From an optimization exercise on the open Yosys and OpenROAD flow, aimed at small area and a short achievable clock period; shortcuts taken in it are not production practice. The RTL was checked by simulation tests, not by an equivalence proof against the original design. Power is estimated from default activity; no workload was simulated.

Setup of trial 87:
==> module riscv_single_core, before the edit <==
module riscv_single_core(clk,rst,imem_addr,imem_rdata,dmem_addr,dmem_wdata,dmem_we,dmem_re,dmem_rdata,overflow,carry,negative,branch);
  input clk,rst;
  output [31:0]imem_addr;
  input  [31:0]imem_rdata;
  output [31:0]dmem_addr,dmem_wdata;
  output dmem_we,dmem_re;
  input  [31:0]dmem_rdata;
  output  overflow,carry,negative,branch;
  wire [31:0] instr = imem_rdata;
  wire [31:0] pc;
  wire [31:0] rd1, rd2, imm, sum, prod, pcplus4, pctarget;
  wire is_r, is_l, is_s, is_b, is_j, alusrc, regwrite;
  wire op_mul, op_and, op_or, op_slt, inv_b;
  wire [31:0] wd;
  control_unit_top ctrl(
    .instr(instr), .is_r(is_r), .is_l(is_l), .is_s(is_s), .is_b(is_b), .is_j(is_j),
    .alusrc(alusrc), .regwrite(regwrite),
    .op_mul(op_mul), .op_and(op_and), .op_or(op_or), .op_slt(op_slt), .inv_b(inv_b));
  extend ext(.instr(instr), .is_s(is_s), .is_j(is_j), .imm(imm));
  registerfile rf(
    .clk(clk), .rst(rst),
    .a1(instr[19:15]), .a2(instr[24:20]), .a3(instr[11:7]),
    .we3(regwrite), .wd3(wd), .rd1(rd1), .rd2(rd2));
  wire [31:0] res_other, wd_other;
  wire neg_other;
  alu alu1(
    .a(rd1), .rd2(rd2), .imm(imm), .alusrc(alusrc), .alusrc_n(~alusrc), .inv_b(inv_b),
    .op_and(op_and), .op_or(op_or), .op_slt(op_slt),
    .sum(sum), .result(res_other),
    .overflow(overflow), .carry(carry), .negative(neg_other));
  mul32lo mul(.a(rd1), .b(rd2), .p(prod));
  assign wd_other = is_l ? dmem_rdata : is_j ? pcplus4 : res_other;
  wire op_mul_n = ~op_mul;
  genvar gi;
  generate
    for (gi = 0; gi < 32; gi = gi + 1) begin : wsel
      late_mux m(.s(op_mul), .sn(op_mul_n), .late(prod[gi]), .early(wd_other[gi]), .y(wd[gi]));
    end
  endgenerate
  late_mux nsel(.s(op_mul), .sn(op_mul_n), .late(prod[31]), .early(neg_other), .y(negative));
  wire pcsrc = (is_b & (rd1 == rd2)) | is_j;
  pc_adder pcadd(.a(pc), .c(pcplus4));
  pctarget pct(.PC(pc), .instr(instr), .is_j(is_j), .Pctarget1(pctarget));
  programme_counter pcreg(.clk(clk), .rst(rst), .pc_next(pcsrc ? pctarget : pcplus4), .pc(pc));
  assign imem_addr = pc;
  assign dmem_addr = sum;
  assign dmem_wdata = rd2;
  assign dmem_we = is_s;
  assign dmem_re = is_l;
  assign branch = is_b;
endmodule
export LEC_CHECK = 0
export CAP_MARGIN = 20
export CORE_MARGIN = 2
export CORE_UTILIZATION = 60
export SETUP_SLACK_MARGIN = 3
export SLEW_MARGIN = 20
export SYNTH_HIERARCHICAL = 1
create_clock -name core_clock -period 17.0 [get_ports {clk}]
standard.sh (not shown) runs the stock make flow with config.mk's settings and CLKGATE_MAP_FILE= SYNTH_SCRIPT=/design/flow/synth_recipe.tcl, a recipe that flattens the netlist after the stock synthesis.
==> flow/flow/run.sh <==
#!/bin/bash
set -euo pipefail
bash standard.sh MATCH_CELL_FOOTPRINT=0 "BUFFER_PORTS_ARGS=-buffer_cell sky130_fd_sc_hd__buf_4" finish > standard_flow.log 2>&1
Inputs modified between trial 87 and build 65:
diff --git a/flow/design.v b/flow/design.v
--- a/flow/design.v
+++ b/flow/design.v
@@ -946,14 +946,20 @@
       late_mux m(.s(op_mul), .sn(op_mul_n), .late(prod[gi]), .early(wd_other[gi]), .y(wd[gi]));
     end
   endgenerate
   late_mux nsel(.s(op_mul), .sn(op_mul_n), .late(prod[31]), .early(neg_other), .y(negative));
+  wire [31:0] aluresult;
+  generate
+    for (gi = 0; gi < 32; gi = gi + 1) begin : asel
+      late_mux m(.s(op_mul), .sn(op_mul_n), .late(prod[gi]), .early(res_other[gi]), .y(aluresult[gi]));
+    end
+  endgenerate
   wire pcsrc = (is_b & (rd1 == rd2)) | is_j;
   pc_adder pcadd(.a(pc), .c(pcplus4));
   pctarget pct(.PC(pc), .instr(instr), .is_j(is_j), .Pctarget1(pctarget));
   programme_counter pcreg(.clk(clk), .rst(rst), .pc_next(pcsrc ? pctarget : pcplus4), .pc(pc));
   assign imem_addr = pc;
-  assign dmem_addr = sum;
+  assign dmem_addr = aluresult;
   assign dmem_wdata = rd2;
   assign dmem_we = is_s;
   assign dmem_re = is_l;
   assign branch = is_b;
Notes after the runs:
- Build 65 completed; timing, DRC and antenna clean
- The global-route track usage on met1 reported for build 65 is smaller than that of trial 87 by 2.4 points.
- Delta (build 65 minus trial 87): number of nets in the layout +259; net switching power of the design climbed 2.1%; power attributed to the clock group went up about 2%; number of fillers in the final layout has decreased.
- Summary of build 65 over trial 87: combinational power +about 7%, minimum clock period grew by 280 ps, number of clock buffers in the layout lost 6.2%, fraction of power consumed by combinational cells increased 0.2 points.
- On wire length of the first global-routing pass, trial 87 tracks build 65 almost exactly.
- Worst setup path startpoint = imem_rdata[21]: build 65; worst setup path startpoint = imem_rdata[15]: trial 87

* * *

riscv_single_core, a different RTL version from the one above (not shown whole).
Size in the first run: ~6000 cells after synthesis, about 66000 µm² of cells after synthesis.
==> module alu, before the edit <==
module alu(a, b, inv_b, op_and, op_or, op_slt, sum, result, overflow, carry, negative);
  input [31:0] a, b;
  input inv_b, op_and, op_or, op_slt;
  output [31:0] sum, result;
  output overflow, carry, negative;
  wire cout;
  wire [31:0] bx = inv_b ? ~b : b;
  assign {cout, sum} = a + bx + inv_b;
  wire logic_op = op_and | op_or;
  assign result = op_and ? (a & b) :
                  op_or  ? (a | b) :
                  op_slt ? {31'd0, sum[31]} : sum;
  assign negative = op_and ? (a[31] & b[31]) :
                    op_or  ? (a[31] | b[31]) :
                    op_slt ? 1'b0 : sum[31];
  assign overflow = ~logic_op & ~(inv_b ^ a[31] ^ b[31]) & (a[31] ^ sum[31]);
  assign carry = ~logic_op & cout;
endmodule
==> module riscv_single_core, before the edit <==
module riscv_single_core(clk,rst,imem_addr,imem_rdata,dmem_addr,dmem_wdata,dmem_we,dmem_re,dmem_rdata,overflow,carry,negative,branch);
  input clk,rst;
  output [31:0]imem_addr;
  input  [31:0]imem_rdata;
  output [31:0]dmem_addr,dmem_wdata;
  output dmem_we,dmem_re;
  input  [31:0]dmem_rdata;
  output  overflow,carry,negative,branch;
  wire [31:0] instr = imem_rdata;
  wire [31:0] pc;
  wire [31:0] rd1, rd2, imm, srcb, sum, prod, pcplus4, pctarget;
  wire is_r, is_l, is_s, is_b, is_j, alusrc, regwrite;
  wire op_mul, op_and, op_or, op_slt, inv_b;
  wire [31:0] wd;
  control_unit_top ctrl(
    .instr(instr), .is_r(is_r), .is_l(is_l), .is_s(is_s), .is_b(is_b), .is_j(is_j),
    .alusrc(alusrc), .regwrite(regwrite),
    .op_mul(op_mul), .op_and(op_and), .op_or(op_or), .op_slt(op_slt), .inv_b(inv_b));
  extend ext(.instr(instr), .is_s(is_s), .is_j(is_j), .imm(imm));
  registerfile rf(
    .clk(clk), .rst(rst),
    .a1(instr[19:15]), .a2(instr[24:20]), .a3(instr[11:7]),
    .we3(regwrite), .wd3(wd), .rd1(rd1), .rd2(rd2));
  assign srcb = alusrc ? imm : rd2;
  wire [31:0] res_other, wd_other;
  wire neg_other;
  alu alu1(
    .a(rd1), .b(srcb), .inv_b(inv_b), .op_and(op_and), .op_or(op_or), .op_slt(op_slt),
    .sum(sum), .result(res_other),
    .overflow(overflow), .carry(carry), .negative(neg_other));
  mul32lo mul(.a(rd1), .b(rd2), .p(prod));
  assign wd_other = is_l ? dmem_rdata : is_j ? pcplus4 : res_other;
  wire op_mul_n = ~op_mul;
  genvar gi;
  generate
    for (gi = 0; gi < 32; gi = gi + 1) begin : wsel
      late_mux m(.s(op_mul), .sn(op_mul_n), .late(prod[gi]), .early(wd_other[gi]), .y(wd[gi]));
    end
  endgenerate
  late_mux nsel(.s(op_mul), .sn(op_mul_n), .late(prod[31]), .early(neg_other), .y(negative));
  wire pcsrc = (is_b & (rd1 == rd2)) | is_j;
  pc_adder pcadd(.a(pc), .c(pcplus4));
  pctarget pct(.PC(pc), .instr(instr), .is_j(is_j), .Pctarget1(pctarget));
  programme_counter pcreg(.clk(clk), .rst(rst), .pc_next(pcsrc ? pctarget : pcplus4), .pc(pc));
  assign imem_addr = pc;
  assign dmem_addr = sum;
  assign dmem_wdata = rd2;
  assign dmem_we = is_s;
  assign dmem_re = is_l;
  assign branch = is_b;
endmodule
export LEC_CHECK = 0
export CAP_MARGIN = 20
export CORE_MARGIN = 2
export CORE_UTILIZATION = 60
export SETUP_SLACK_MARGIN = 4
export SLEW_MARGIN = 20
export SYNTH_HIERARCHICAL = 1
create_clock -name core_clock -period 17.0 [get_ports {clk}]
Scripts as last shown in full above: flow/flow/run.sh
Change:
--- a/flow/design.v
+++ b/flow/design.v
@@ -119,22 +119,36 @@
                       {{20{instr[31]}}, instr[31:20]};
 endmodule
-module alu(a, b, inv_b, op_and, op_or, op_slt, sum, result, overflow, carry, negative);
-  input [31:0] a, b;
-  input inv_b, op_and, op_or, op_slt;
+module alu(a, rd2, imm, alusrc, alusrc_n, inv_b, op_and, op_or, op_slt, sum, result, overflow, carry, negative);
+  input [31:0] a, rd2, imm;
+  input alusrc, alusrc_n, inv_b, op_and, op_or, op_slt;
   output [31:0] sum, result;
   output overflow, carry, negative;
+  wire [31:0] r2x = rd2 ^ {32{inv_b}};
+  wire [31:0] bx;
+  genvar i;
+  generate
+    for (i = 0; i < 32; i = i + 1) begin : bsel
+      late_mux m(.s(alusrc_n), .sn(alusrc), .late(r2x[i]), .early(imm[i]), .y(bx[i]));
+    end
+  endgenerate
   wire cout;
-  wire [31:0] bx = inv_b ? ~b : b;
-  assign {cout, sum} = a + bx + inv_b;
+  addc32 ad(.a(a), .b(bx), .cin(inv_b), .s(sum), .cout(cout));
   wire logic_op = op_and | op_or;
-  assign result = op_and ? (a & b) :
-                  op_or  ? (a | b) :
+  assign result = op_and ? (a & rd2) :
+                  op_or  ? (a | rd2) :
                   op_slt ? {31'd0, sum[31]} : sum;
-  assign negative = op_and ? (a[31] & b[31]) :
-                    op_or  ? (a[31] | b[31]) :
+  assign negative = op_and ? (a[31] & rd2[31]) :
+                    op_or  ? (a[31] | rd2[31]) :
                     op_slt ? 1'b0 : sum[31];
-  assign overflow = ~logic_op & ~(inv_b ^ a[31] ^ b[31]) & (a[31] ^ sum[31]);
+  assign overflow = ~logic_op & ~(a[31] ^ bx[31]) & (a[31] ^ sum[31]);
   assign carry = ~logic_op & cout;
 endmodule
+module addc32(a, b, cin, s, cout);
+  input [31:0] a, b;
+  input cin;
+  output [31:0] s;
+  output cout;
+  assign {cout, s} = a + b + cin;
+endmodule
 module late_mux(s, sn, late, early, y);
   input s, sn, late, early;
@@ -904,5 +918,5 @@
   wire [31:0] instr = imem_rdata;
   wire [31:0] pc;
-  wire [31:0] rd1, rd2, imm, srcb, sum, prod, pcplus4, pctarget;
+  wire [31:0] rd1, rd2, imm, sum, prod, pcplus4, pctarget;
   wire is_r, is_l, is_s, is_b, is_j, alusrc, regwrite;
   wire op_mul, op_and, op_or, op_slt, inv_b;
@@ -917,9 +931,9 @@
     .a1(instr[19:15]), .a2(instr[24:20]), .a3(instr[11:7]),
     .we3(regwrite), .wd3(wd), .rd1(rd1), .rd2(rd2));
-  assign srcb = alusrc ? imm : rd2;
   wire [31:0] res_other, wd_other;
   wire neg_other;
   alu alu1(
-    .a(rd1), .b(srcb), .inv_b(inv_b), .op_and(op_and), .op_or(op_or), .op_slt(op_slt),
+    .a(rd1), .rd2(rd2), .imm(imm), .alusrc(alusrc), .alusrc_n(~alusrc), .inv_b(inv_b),
+    .op_and(op_and), .op_or(op_or), .op_slt(op_slt),
     .sum(sum), .result(res_other),
     .overflow(overflow), .carry(carry), .negative(neg_other));
The changed run completed without violations.
Synthesized area grows by 0.30%.
Routed wire length shrinks by 0.80%.
Power grows by 1.4%.
Clock-buffer cell count shrinks by 8.
Setup slack improved by 0.045 ns.
Die area is about the same.
Maximum frequency grows by 0.33%.
Combinational power shrinks by about 7%.
Cell count grows by 1.8%.
Utilization grows by 0.30 points.
Register-to-register slack improved by 0.13 ns.
Final area grows by 0.53%.
Clock power grows by about 4%.

==> what the ideal ports hide <==
The flow's constraints put no driver on any port. The routed layouts listed below were extracted and timed again, unchanged, in two steps. Step 1 assumes that a clkbuf_16 drives the clock port and a buf_2 every other input. Step 2 adds t to the input delays and takes it off the output delays; t is the mean of the earliest and latest rising clock arrival at the registers after step 1. Input paths then give back, and output paths get back, about the clock's delay inside the block. Three values: ideal, step 1, step 2; two values: the first two.
| run | t (ns) | setup slack, ns | latest minus earliest clock arrival (ns) | worst slew at a driven data input, ns | cell pins on the clock port's net |
|---|---|---|---|---|---|
| trial 87 | 0.778 | 3.019 / 2.869 / 2.869 | 0.117 / 0.117 | 0.19 | 1 |
| build 65 | 0.778 | 2.743 / 2.650 / 2.650 | 0.082 / 0.081 | 0.13 | 1 |
| the first run of note 2 | 0.796 | 3.371 / 3.249 / 3.249 | 0.101 / 0.101 | 0.13 | 1 |
| the second run of note 2 | 0.753 | 3.416 / 3.275 / 3.275 | 0.090 / 0.090 | 0.17 | 1 |
After both steps setup and hold are still met in every run listed. For trial 87, which loses most, drivers alone change the setup slack by -0.150 ns; drivers and shift together by -0.150 ns.
